This design comes from an exercise in tuning for small area on the open sky130 flow, not from production work. Only simulation tests tie the RTL to the original design; equivalence was not proved. No driver is modelled on the clock port, so clock power and skew are understated where the tree is cut down; a real chip needs a root buffer or a tree. Power and IR drop assume default switching activity.

==> inputs of job 7922 <==
==> flow/design.v <==
`timescale 1ns/1ps
module ascii_to_morse_code
    (
        input wire [7:0] ascii_i,  
        output wire [6:0] code_o,  
        output wire valid_o        
    );
    wire [7:0] a = ascii_i;
    wire [6:0] L, B;               
    assign L[0] = (~a[0] & a[1] & a[2] & ~a[3]) | (~a[1] & ~a[2] & ~a[4]) | (~a[0] & ~a[2] & a[3] & ~a[4]) | (a[1] & ~a[3] & a[4]) | (a[0] & ~a[1] & a[2] & ~a[3]) | (~a[0] & ~a[1] & a[3] & ~a[4]) | (~a[0] & ~a[2] & ~a[3] & a[4]);
    assign L[1] = (~a[1] & a[2] & ~a[3]) | (~a[1] & ~a[2] & a[3]) | (~a[0] & a[1] & a[2]) | (a[0] & a[1] & ~a[2]) | (~a[0] & a[1] & ~a[3] & ~a[4]);
    assign L[2] = (~a[0] & a[1] & ~a[2] & ~a[3]) | (~a[0] & ~a[1] & a[2] & ~a[4]) | (a[0] & a[1] & a[2] & ~a[3] & ~a[4]) | (~a[0] & a[2] & a[3]) | (~a[0] & a[1] & a[4]) | (~a[1] & a[3] & ~a[4]) | (a[0] & ~a[2] & ~a[3] & a[4]) | (~a[0] & a[3] & a[4]) | (a[0] & ~a[1] & ~a[2] & ~a[4]);
    assign L[3] = (~a[0] & ~a[1] & ~a[4]) | (a[0] & a[1]) | (~a[0] & ~a[2] & ~a[3]) | (a[0] & a[2] & a[4]) | (a[1] & ~a[2] & a[4]) | (~a[0] & ~a[3] & ~a[4]);
    assign L[4] = (a[1] & ~a[2] & ~a[3] & ~a[4]) | (~a[0] & ~a[1] & a[3]) | (~a[1] & ~a[2] & a[4]) | (~a[0] & ~a[2] & a[3]) | (~a[0] & a[1] & a[2] & ~a[3]);
    assign L[5] = (~a[0] & ~a[1] & ~a[2] & ~a[3] & ~a[4]);
    assign L[6] = (~a[0] & ~a[1] & ~a[2] & ~a[3] & ~a[4]);
    assign B[0] = (~a[3] & ~a[4]) | (a[1] & ~a[2] & ~a[3]) | (a[0] & ~a[1] & ~a[3]) | (a[1] & ~a[2] & ~a[4]) | (~a[1] & a[2] & ~a[3]) | (~a[0] & a[1] & ~a[4]) | (a[1] & a[2] & a[3] & a[4]);
    assign B[1] = (a[0] & a[2] & a[3]) | (~a[0] & a[2] & a[4]) | (~a[1] & ~a[2] & a[3] & ~a[4]) | (a[1] & ~a[2] & ~a[3] & a[4]) | (~a[1] & a[2] & ~a[3]);
    assign B[2] = (~a[1] & a[2]) | (a[1] & a[3] & ~a[4]) | (a[2] & ~a[3] & a[4]) | (a[1] & ~a[2] & ~a[4]) | (a[0] & a[1] & ~a[2]);
    assign B[3] = (~a[1] & a[2]) | (a[2] & ~a[3] & a[4]) | (~a[0] & a[3] & a[4]) | (~a[0] & a[1] & ~a[3] & ~a[4]);
    assign B[4] = (~a[2] & a[3]) | (a[1] & a[3]) | (a[1] & a[2] & a[4]) | (a[0] & a[3] & ~a[4]) | (a[0] & ~a[1] & a[2] & ~a[3]);
    assign B[5] = (~a[0] & ~a[2] & a[3]) | (a[0] & a[1]) | (a[4]) | (a[1] & ~a[2]);
    assign B[6] = (a[0] & ~a[1] & ~a[4]) | (a[1] & a[3] & a[4]) | (~a[0] & a[2] & a[3]) | (a[1] & ~a[3] & ~a[4]);
    assign code_o = a[6] ? L : B;
    assign valid_o = (a[0] & a[3] & ~a[4] & a[5] & ~a[7]) | (a[2] & a[3] & ~a[4] & a[5] & ~a[7]) | (~a[3] & a[4] & a[5] & ~a[7]) | (~a[0] & ~a[2] & a[4] & a[5] & ~a[7]) | (~a[4] & ~a[5] & a[6] & ~a[7]) | (a[0] & ~a[3] & a[6] & ~a[7]) | (a[1] & ~a[3] & a[6] & ~a[7]) | (~a[1] & ~a[2] & a[3] & a[6] & ~a[7]) | (a[2] & ~a[3] & a[6] & ~a[7]) | (~a[1] & ~a[2] & a[3] & a[5] & ~a[7]) | (~a[0] & ~a[2] & a[3] & a[6] & ~a[7]) | (a[0] & a[2] & a[4] & a[5] & ~a[6] & ~a[7]) | (~a[0] & ~a[2] & ~a[3] & a[5] & ~a[6] & ~a[7]) | (~a[3] & ~a[5] & a[6] & ~a[7]) | (a[0] & a[1] & a[2] & ~a[3] & a[5] & ~a[7]);
endmodule
`timescale 1ns/1ps
module morse_generator
    (
        input wire clk_i,          
        input wire reset_i,        
        input wire [7:0] ascii_i,  
        input wire en_i,           
        output wire morse_o        
    );
    localparam [15:0] SEED = 16'h300c;
    localparam [15:0] T1 = 16'h66ec;  
    localparam [15:0] T3 = 16'hee4c;  
    localparam [15:0] T7 = 16'hee6c;  
    localparam [1:0] IDLE = 2'b00, ON = 2'b01, OFF = 2'b10, DONE = 2'b11;
    reg [1:0] state;
    reg [6:0] m;
    reg [15:0] cnt;
    wire [6:0] code;
    wire valid;
    ascii_to_morse_code ascii_to_morse (.ascii_i(ascii_i), .code_o(code), .valid_o(valid));
    wire last = ~(|m[6:2]);      
    wire word = last & ~m[1];    
    wire finish = (state == ON)  ? (m[0] ? (cnt == T1) : (cnt == T3)) :
                  (state == OFF) ? (word ? (cnt == T7) : (cnt == T1)) : 1'b0;
    assign morse_o = (state == ON);
    always @(posedge clk_i) begin
        if (state == IDLE || state == DONE || finish) cnt <= SEED;
        else cnt <= {cnt[14:0], cnt[15] ^ cnt[6]};
        if (state == IDLE) m <= code;
        else if (state == OFF && finish) m <= {1'b0, m[6:1]};
    end
    always @(posedge clk_i or posedge reset_i) begin
        if (reset_i) begin
            state <= IDLE;
        end else begin
            case (state)
                IDLE: if (en_i & valid) state <= (|code[6:1]) ? ON : OFF;
                ON:   if (finish) state <= OFF;
                OFF:  if (finish) state <= last ? DONE : ON;
                DONE: if (!en_i) state <= IDLE;
            endcase
        end
    end
endmodule
`timescale 1ns/1ps
module baud_generator
    (
        input wire clk_i,    
        input wire reset_i,  
        output wire tick_o   
    );
    localparam [9:0] SEED = 10'h3e6;  
    localparam [9:0] LAST = 10'h1f3;  
    reg [9:0] s;
    assign tick_o = (s == LAST);
    always @(posedge clk_i, posedge reset_i) begin
        if (reset_i) s <= SEED;
        else         s <= {s[8:0], s[9] ^ s[6] ^ tick_o};
    end
endmodule
`timescale 1ns/1ps
module fifo
    (
        input wire clk_i,            
        input wire reset_i,          
        input wire read_i,           
        input wire write_i,          
        input wire [7:0] wdata_i,    
        input wire [2:0] rbit_i,     
        output reg rbit_o,           
        output wire empty_o,         
        output wire full_o           
    );
    reg [7:0] ring [0:7];
    reg [2:0] k;
    reg [2:0] wptr, rptr;
    reg pend;                        
    reg lastw;                       
    assign full_o = (wptr == rptr) & lastw;
    assign empty_o = (wptr == rptr) & ~lastw;
    wire store = pend & (k == wptr);
    wire [7:0] out = ring[7];
    integer i;
    always @(posedge clk_i) begin
        ring[0] <= ring[7];
        for (i = 1; i < 7; i = i + 1) ring[i] <= ring[i-1];
        ring[7] <= store ? wdata_i : ring[6];
        if (k == rptr) rbit_o <= out[rbit_i];
    end
    always @(posedge clk_i, posedge reset_i) begin
        if (reset_i) begin
            k <= 3'd0;
            pend <= 1'b0;
            wptr <= 3'd0;
            rptr <= 3'd0;
            lastw <= 1'b0;
        end else begin
            k <= k - 3'd1;
            if (write_i) pend <= 1'b1;
            else if (store) pend <= 1'b0;
            if (write_i) wptr <= wptr + 3'd1;
            if (read_i)  rptr <= rptr + 3'd1;
            if (write_i ^ read_i) lastw <= write_i;
        end
    end
endmodule
`timescale 1ns/1ps
module uart_receiver
    (
        input wire clk_i,         
        input wire reset_i,       
        input wire rx_i,          
        input wire baud_i,        
        output wire rx_done_o,    
        output reg [7:0] data_o   
    );
    reg [7:0] c;
    reg rx_q, baud_q;
    wire idle = c[7] & c[5];                     
    wire last = baud_q & (&c[3:0]);              
    wire data_slot = (~c[7] & (|c[6:4])) | (c[7] & ~c[4]);  
    assign rx_done_o = baud_i & c[7] & c[4] & (&c[3:0]);
    always @(posedge clk_i, posedge reset_i) begin
        if (reset_i) begin
            rx_q <= 1'b1;
            baud_q <= 1'b0;
            c <= 8'ha0;
            data_o <= 8'h00;
        end else begin
            rx_q <= rx_i;
            baud_q <= baud_i;
            if (idle) begin
                if (~rx_q) c <= 8'h08;
            end else if (baud_q) begin
                c <= c + 8'd1;
            end
            if (last & data_slot)
                data_o <= {rx_q, data_o[7:1]};
        end
    end
endmodule
`timescale 1ns/1ps
module uart_transmitter
    (
        input wire clk_i,           
        input wire reset_i,         
        input wire tx_start_i,      
        input wire baud_i,          
        output wire [2:0] bit_o,    
        input wire bit_i,           
        output wire tx_done_o,      
        output reg tx_o             
    );
    reg [7:0] c;
    reg cur;
    wire idle = c[7] & c[5];                     
    wire start = ~(|c[7:4]);                     
    wire stop = c[7] & c[4];                     
    wire last = baud_i & (&c[3:0]);              
    assign bit_o = c[6:4];
    assign tx_done_o = last & stop;
    always @(posedge clk_i) begin
        if (last & ~c[7]) cur <= bit_i;          
    end
    always @(posedge clk_i, posedge reset_i) begin
        if (reset_i) begin
            c <= 8'ha0;
            tx_o <= 1'b0;
        end else begin
            if (idle) begin
                if (tx_start_i) c <= 8'h00;
            end else if (baud_i) begin
                c <= c + 8'd1;
            end
            tx_o <= (idle | stop) ? 1'b1 : (start ? 1'b0 : cur);
        end
    end
endmodule
`timescale 1ns/1ps
module uart_echo
    (
        input wire clk_i,              
        input wire reset_i,            
        input wire rx_i,               
        output wire tx_o,              
        output wire [7:0] rx_data_o,   
        output wire rx_done_o          
    );
    wire baud, tx_done, empty, full, rbit;
    wire [2:0] rbit_sel;
    reg tx_start;
    wire fifo_write = rx_done_o & ~full;
    wire fifo_read = tx_done & ~empty;
    baud_generator baud_gen (
        .clk_i(clk_i), .reset_i(reset_i), .tick_o(baud)
    );
    uart_receiver uart_rx (
        .clk_i(clk_i), .reset_i(reset_i), .rx_i(rx_i), .baud_i(baud),
        .rx_done_o(rx_done_o), .data_o(rx_data_o)
    );
    fifo fifo_rx (
        .clk_i(clk_i), .reset_i(reset_i), .read_i(fifo_read), .write_i(fifo_write),
        .wdata_i(rx_data_o), .rbit_i(rbit_sel), .rbit_o(rbit),
        .empty_o(empty), .full_o(full)
    );
    uart_transmitter uart_tx (
        .clk_i(clk_i), .reset_i(reset_i), .tx_start_i(tx_start), .baud_i(baud),
        .bit_o(rbit_sel), .bit_i(rbit), .tx_done_o(tx_done), .tx_o(tx_o)
    );
    always @(posedge clk_i, posedge reset_i) begin
        if (reset_i)         tx_start <= 1'b0;
        else if (fifo_write) tx_start <= 1'b1;
        else if (tx_done)    tx_start <= 1'b0;
    end
endmodule
`timescale 1ns/1ps
module seven_seg_controller
    (
        input wire clk_i,          
        input wire reset_i,        
        input wire [7:0] data_i,   
        output reg [6:0] segs_o,   
        output reg [3:0] anodes_o  
    );
    localparam [14:0] LAST = 15'h46c5;  
    reg [14:0] s;
    wire step = (s == LAST);
    wire [3:0] anodes_next = step ? {anodes_o[2:0], anodes_o[3] & ~(&anodes_o[2:0])} : anodes_o;
    always @(posedge clk_i or posedge reset_i) begin
        if (reset_i) begin
            s <= LAST;
            anodes_o <= 4'b1111;
        end else begin
            s <= {s[13:0], s[14] ^ s[13] ^ step};
            anodes_o <= anodes_next;
        end
    end
    wire [3:0] digit_val = ~anodes_o[0] ? data_i[3:0] :
                           ~anodes_o[1] ? data_i[7:4] : 4'h0;
    always @* begin
        case (digit_val)
            4'h0:    segs_o = 7'b1000000;
            4'h1:    segs_o = 7'b1111001;
            4'h2:    segs_o = 7'b0100100;
            4'h3:    segs_o = 7'b0110000;
            4'h4:    segs_o = 7'b0011001;
            4'h5:    segs_o = 7'b0010010;
            4'h6:    segs_o = 7'b0000010;
            4'h7:    segs_o = 7'b1111000;
            4'h8:    segs_o = 7'b0000000;
            4'h9:    segs_o = 7'b0010000;
            4'hA:    segs_o = 7'b0001000;
            4'hB:    segs_o = 7'b0000011;
            4'hC:    segs_o = 7'b1000110;
            4'hD:    segs_o = 7'b0100001;
            4'hE:    segs_o = 7'b0000110;
            4'hF:    segs_o = 7'b0001110;
        endcase
    end
endmodule
`timescale 1ns/1ps
module top
    (
        input wire clk_i,                     
        input wire reset_i,                   
        input wire rx_i,                      
        output wire tx_o,                     
        output wire [6:0] sev_seg_encoded_o,  
        output wire [3:0] sev_seg_anodes_o,   
        output wire morse_o                   
    );
    wire [7:0] rx_data;
    wire rx_done;
    uart_echo uart (
        .clk_i(clk_i),
        .reset_i(reset_i),
        .rx_i(rx_i),
        .tx_o(tx_o),
        .rx_data_o(rx_data),
        .rx_done_o(rx_done)
    );
    seven_seg_controller display (
        .clk_i(clk_i),
        .reset_i(reset_i),
        .data_i(rx_data),
        .segs_o(sev_seg_encoded_o),
        .anodes_o(sev_seg_anodes_o)
    );
    morse_generator morse (
        .clk_i(clk_i),
        .reset_i(reset_i),
        .ascii_i(rx_data),
        .en_i(rx_done),
        .morse_o(morse_o)
    );
endmodule
==> flow/flow/run.sh <==
#!/bin/bash
# Standard layout, with clock tree synthesis told not to add dummy loads.
set -o pipefail
cp standard.sh standard_copy.txt
export CTS_ARGS="-sink_clustering_enable -repair_clock_nets -buf_list sky130_fd_sc_hd__clkbuf_8 -dont_use_dummy_load"
bash standard.sh > standard.log 2>&1
==> flow/standard.sh <==
#!/bin/bash
# synth_recipe.tcl (not shown) runs the flow's synth.tcl, then flattens the netlist and writes it again
# the make line also repeats each setting of config.mk as NAME=value (left out here)
make -C /OpenROAD-flow-scripts/flow DESIGN_CONFIG=/design/flow/config.mk WORK_HOME=/design/flow/orfs CLKGATE_MAP_FILE= SYNTH_SCRIPT=/design/flow/synth_recipe.tcl "${@:-finish}"
==> flow/config.mk <==
export PLATFORM = sky130hd
export DESIGN_NAME = top
export DESIGN_NICKNAME = top
export VERILOG_FILES = /design/flow/design.v
export SDC_FILE = /design/flow/constraint.sdc
export NUM_CORES = 4
export LEC_CHECK = 0
export CAP_MARGIN = 20
export CORE_MARGIN = 2
export CORE_UTILIZATION = 70
export SLEW_MARGIN = 20
==> flow/constraint.sdc <==
create_clock -name core_clock -period 10.0 [get_ports {clk_i}]
set_input_delay 2.0000 -clock core_clock [delete_from_list [all_inputs] [get_ports {clk_i}]]
set_output_delay 2.0000 -clock core_clock [all_outputs]
set_load 0.01 [all_outputs]
==> job 3974: changes against job 7922 <==
==> flow/design.v, changed modules only <==
module fifo
    (
        input wire clk_i,            
        input wire reset_i,          
        input wire read_i,           
        input wire write_i,          
        input wire [7:0] wdata_i,    
        input wire [2:0] rbit_i,     
        output reg rbit_o,           
        output wire full_o           
    );
    reg [7:0] ring [0:7];
    reg [2:0] k;
    reg [2:0] wptr, rptr;
    reg pend;                        
    reg lastw;                       
    assign full_o = (wptr == rptr) & lastw;
    wire store = pend & (k == wptr);
    wire [7:0] out = ring[7];
    integer i;
    always @(posedge clk_i) begin
        ring[0] <= ring[7];
        for (i = 1; i < 7; i = i + 1) ring[i] <= ring[i-1];
        ring[7] <= store ? wdata_i : ring[6];
        if (k == rptr) rbit_o <= out[rbit_i];
    end
    always @(posedge clk_i, posedge reset_i) begin
        if (reset_i) begin
            k <= 3'd0;
            pend <= 1'b0;
            wptr <= 3'd0;
            rptr <= 3'd0;
            lastw <= 1'b0;
        end else begin
            k <= k - 3'd1;
            if (write_i) pend <= 1'b1;
            else if (store) pend <= 1'b0;
            if (write_i) wptr <= wptr + 3'd1;
            if (read_i)  rptr <= rptr + 3'd1;
            if (write_i ^ read_i) lastw <= write_i;
        end
    end
endmodule
module uart_receiver
    (
        input wire clk_i,         
        input wire reset_i,       
        input wire rx_i,          
        input wire baud_i,        
        output wire rx_done_o,    
        output reg baud_q,        
        output reg [7:0] data_o   
    );
    reg [7:0] c;
    reg rx_q;
    wire idle = c[7] & c[5];                     
    wire last = baud_q & (&c[3:0]);              
    wire data_slot = (~c[7] & (|c[6:4])) | (c[7] & ~c[4]);  
    assign rx_done_o = baud_i & c[7] & c[4] & (&c[3:0]);
    always @(posedge clk_i, posedge reset_i) begin
        if (reset_i) begin
            rx_q <= 1'b1;
            baud_q <= 1'b0;
            c <= 8'ha0;
            data_o <= 8'h00;
        end else begin
            rx_q <= rx_i;
            baud_q <= baud_i;
            if (idle) begin
                if (~rx_q) c <= 8'h08;
            end else if (baud_q) begin
                c <= c + 8'd1;
            end
            if (last & data_slot)
                data_o <= {rx_q, data_o[7:1]};
        end
    end
endmodule
module uart_transmitter
    (
        input wire clk_i,           
        input wire reset_i,         
        input wire tx_start_i,      
        input wire baud_i,          
        input wire baud_q_i,        
        output wire [2:0] bit_o,    
        input wire bit_i,           
        output wire tx_done_o,      
        output reg tx_o             
    );
    reg [7:0] c;
    wire idle = c[7] & c[5];                     
    wire start = ~(|c[7:4]);                     
    wire stop = c[7] & c[4];                     
    wire first = baud_q_i & ~(|c[3:0]);          
    assign bit_o = c[6:4];
    assign tx_done_o = baud_i & stop & (&c[3:0]);
    always @(posedge clk_i, posedge reset_i) begin
        if (reset_i) begin
            c <= 8'ha0;
            tx_o <= 1'b0;
        end else begin
            if (idle) begin
                if (tx_start_i) c <= 8'h00;
            end else if (baud_i) begin
                c <= c + 8'd1;
            end
            if (idle | stop) tx_o <= 1'b1;
            else if (start) tx_o <= 1'b0;
            else if (first) tx_o <= bit_i;
        end
    end
endmodule
module uart_echo
    (
        input wire clk_i,              
        input wire reset_i,            
        input wire rx_i,               
        output wire tx_o,              
        output wire [7:0] rx_data_o,   
        output wire rx_done_o          
    );
    wire baud, baud_q, tx_done, full, rbit;
    wire [2:0] rbit_sel;
    reg tx_start;
    wire fifo_write = rx_done_o & ~full;
    wire fifo_read = tx_done;
    baud_generator baud_gen (
        .clk_i(clk_i), .reset_i(reset_i), .tick_o(baud)
    );
    uart_receiver uart_rx (
        .clk_i(clk_i), .reset_i(reset_i), .rx_i(rx_i), .baud_i(baud),
        .rx_done_o(rx_done_o), .baud_q(baud_q), .data_o(rx_data_o)
    );
    fifo fifo_rx (
        .clk_i(clk_i), .reset_i(reset_i), .read_i(fifo_read), .write_i(fifo_write),
        .wdata_i(rx_data_o), .rbit_i(rbit_sel), .rbit_o(rbit), .full_o(full)
    );
    uart_transmitter uart_tx (
        .clk_i(clk_i), .reset_i(reset_i), .tx_start_i(tx_start), .baud_i(baud),
        .baud_q_i(baud_q), .bit_o(rbit_sel), .bit_i(rbit), .tx_done_o(tx_done), .tx_o(tx_o)
    );
    always @(posedge clk_i, posedge reset_i) begin
        if (reset_i) tx_start <= 1'b0;
        else         tx_start <= fifo_write;
    end
endmodule
==> flow/flow/run.sh (replaced) <==
#!/bin/bash
# Own layout flow: the standard ORFS flow (standard.sh) run with a copy of the
# ORFS scripts in which
#  - synthesis maps the logic with an area-oriented ABC script (abc_area.script);
#    the flip-flops are mapped before ABC runs, so they are the standard ones;
#  - clock tree synthesis builds a small balanced buffer tree (manual_tree.tcl:
#    a clkbuf_16 root driving 16 clkbuf_4 leaves, each leaf upsized to clkbuf_8
#    if its estimated slew is over 110 ps) instead of running TritonCTS.
# Each tool's output goes to the ORFS logs under orfs/logs; make's output to standard.log.
set -euo pipefail
HERE=$PWD
rm -rf myscripts
cp -r "$FLOW_HOME/scripts" myscripts
cp flow/abc_area.script myscripts/abc_speed.script
python3 - "$HERE" <<'PY'
import sys
here = sys.argv[1]
p = 'myscripts/cts.tcl'
s = open(p).read()
old = 'log_cmd clock_tree_synthesis {*}$cts_args'
assert old in s
s = s.replace(old, 'source %s/flow/manual_tree.tcl\nmanual_clock_tree clk_i 4 sky130_fd_sc_hd__clkbuf_4 sky130_fd_sc_hd__clkbuf_16\nset_propagated_clock [all_clocks]\nmanual_clock_tree_upsize 0.110 sky130_fd_sc_hd__clkbuf_8' % here)
open(p, 'w').write(s)
PY
SCRIPTS_DIR=$HERE/myscripts bash standard.sh > standard.log 2>&1
==> flow/flow/abc_area.script (new file) <==
strash
&get -n
&deepsyn -T 90
&put
dch -f
map -a
amap
topo
==> flow/flow/manual_tree.tcl (new file) <==
proc mct_split {sinks levels axis} {
  if {$levels == 0} { return [list $sinks] }
  set s [lsort -integer -index $axis $sinks]
  set h [expr {[llength $s] / 2}]
  set a [lrange $s 0 [expr {$h - 1}]]
  set b [lrange $s $h end]
  set nx [expr {1 - $axis}]
  return [concat [mct_split $a [expr {$levels - 1}] $nx] [mct_split $b [expr {$levels - 1}] $nx]]
}
proc mct_connect_buf {buf innet outnet} {
  foreach it [$buf getITerms] {
    set mt [$it getMTerm]
    if {[$mt getSigType] != "SIGNAL"} { continue }
    if {[$mt getIoType] == "INPUT"} { $it connect $innet }
    if {[$mt getIoType] == "OUTPUT"} { $it connect $outnet }
  }
}
proc manual_clock_tree {clk_port levels leaf_master root_master} {
  set block [ord::get_db_block]
  set db [ord::get_db]
  set lm [$db findMaster $leaf_master]
  set rm [$db findMaster $root_master]
  set clknet [$block findNet $clk_port]
  set sinks {}
  foreach it [$clknet getITerms] {
    set inst [$it getInst]
    lassign [$inst getLocation] x y
    lappend sinks [list $x $y $it]
  }
  set clusters [mct_split $sinks $levels 0]
  set nleaf [llength $clusters]
  set src $clknet
  if {$nleaf > 4} {
    set src [odb::dbNet_create $block "clknet_root"]
    $src setSigType CLOCK
    set root [odb::dbInst_create $block $rm "clkbuf_root"]
    mct_connect_buf $root $clknet $src
  }
  set b 0; set rx 0; set ry 0
  foreach grp $clusters {
    set net [odb::dbNet_create $block "clknet_leaf_$b"]
    $net setSigType CLOCK
    set buf [odb::dbInst_create $block $lm "clkbuf_leaf_$b"]
    set sx 0; set sy 0
    foreach s $grp {
      lassign $s x y it
      $it disconnect
      $it connect $net
      set sx [expr {$sx + $x}]; set sy [expr {$sy + $y}]
    }
    set cnt [llength $grp]
    set bx [expr {$sx / $cnt}]; set by [expr {$sy / $cnt}]
    $buf setLocation $bx $by
    $buf setPlacementStatus PLACED
    mct_connect_buf $buf $src $net
    set rx [expr {$rx + $bx}]; set ry [expr {$ry + $by}]
    incr b
  }
  if {$nleaf > 4} {
    $root setLocation [expr {$rx / $nleaf}] [expr {$ry / $nleaf}]
    $root setPlacementStatus PLACED
  }
}

# Upsize leaf buffers whose clock pins' estimated slew (placement parasitics)
# is above limit_ns to big_master.
proc manual_clock_tree_upsize {limit_ns big_master} {
  set db [ord::get_db]
  set block [ord::get_db_block]
  set bm [$db findMaster $big_master]
  estimate_parasitics -placement
  set changed 0
  foreach inst [$block getInsts] {
    if {![string match "clkbuf_leaf_*" [$inst getName]]} { continue }
    set name [$inst getName]
    set w [get_property [get_pins $name/X] slew_max]
    if {$w > $limit_ns} {
      $inst swapMaster $bm
      incr changed
    }
  }
  puts "manual_clock_tree_upsize: $changed leaf buffers upsized"
}
==> run summary <==
The number of buffers and inverters on the critical path is 2. Summed over all sequential cells, the power is 644 uW. The share of layout cells above drive strength 1 is approximately 13%. Counting buffers and inverters, the worst setup path is 7 cells deep. The run finished with no timing, DRC or antenna violations. The path depth of the worst reg2reg path came out at 6.

The share of synthesized cell area in full adder, half adder and majority cells came out at between 3 and 4%. The number of standard cells after synthesis is 550. The fraction of power consumed by the clock network is around 34%. The number of vias in the routed layout came out at ~4000.

The fraction of the cycle the final worst path needs came out at approximately half. The clock-net power came out at between 300 and 400 uW. In the final layout, the multi-input gates occupy 2320 um^2. The initial detailed-routing violation count came out at around 170.
(the above is from job 7922)
==> run summary <==
The static leakage came out at 0.00238 uW. The share of synthesized cell area in full adder, half adder and majority cells is between 3 and 4%. The power in sequential cells came out at 638 uW.

The flow ran to the end and the layout has no timing, DRC or antenna violations. The worst hold path belongs to the class flop to flop. The fraction of power consumed by the clock network came out at approximately 29%. The critical path contains buffers and inverters numbering 3 combined. Yosys attributes the largest share of cell area to sky130_fd_sc_hd__dfxtp_1, sky130_fd_sc_hd__dfrtp_1, sky130_fd_sc_hd__dfstp_2. The share of layout cells above drive strength 1 is 7.50%. The depth of the critical timing path with buffers and inverters included is 8. The worst register-to-register path has a depth of 12.

The last element of the critical path is sev_seg_encoded_o[3]. Of the total synthesized cell area, the portion taken by XOR and XNOR cells is less than 1%. The clock-net power is approximately 270 uW. The fraction of the cycle the final worst path needs is 51.8%.

The routed length on met1 came out at between 4 and 5 mm. The number of vias in the routed layout came out at 4139.
(the above is from job 3974)
The clock cells of job 3974 come from the design's own scripts or RTL, not from TritonCTS.

-- what the ideal ports hide --
The flow's constraints put no driver on any port. The routed layouts listed below were extracted and timed again, unchanged, in two steps. Step 1 assumes that a clkbuf_16 drives the clock port and a buf_2 every other input. Step 2 adds t to the input delays and takes it off the output delays; t is the mean of the earliest and latest rising clock arrival at the registers after step 1. Input paths then give back, and output paths get back, about the clock's delay inside the block. Slacks: ideal / step 1 / step 2; pairs: ideal / step 1.
run	shift t [ns]	setup slack, ns	worst data-port slew with drivers (ns)
job 7922	0.456	4.943 / 4.908 / 5.364	0.03
job 3974	0.392	4.819 / 4.785 / 5.177	0.03
After both steps every run listed still meets setup and hold.
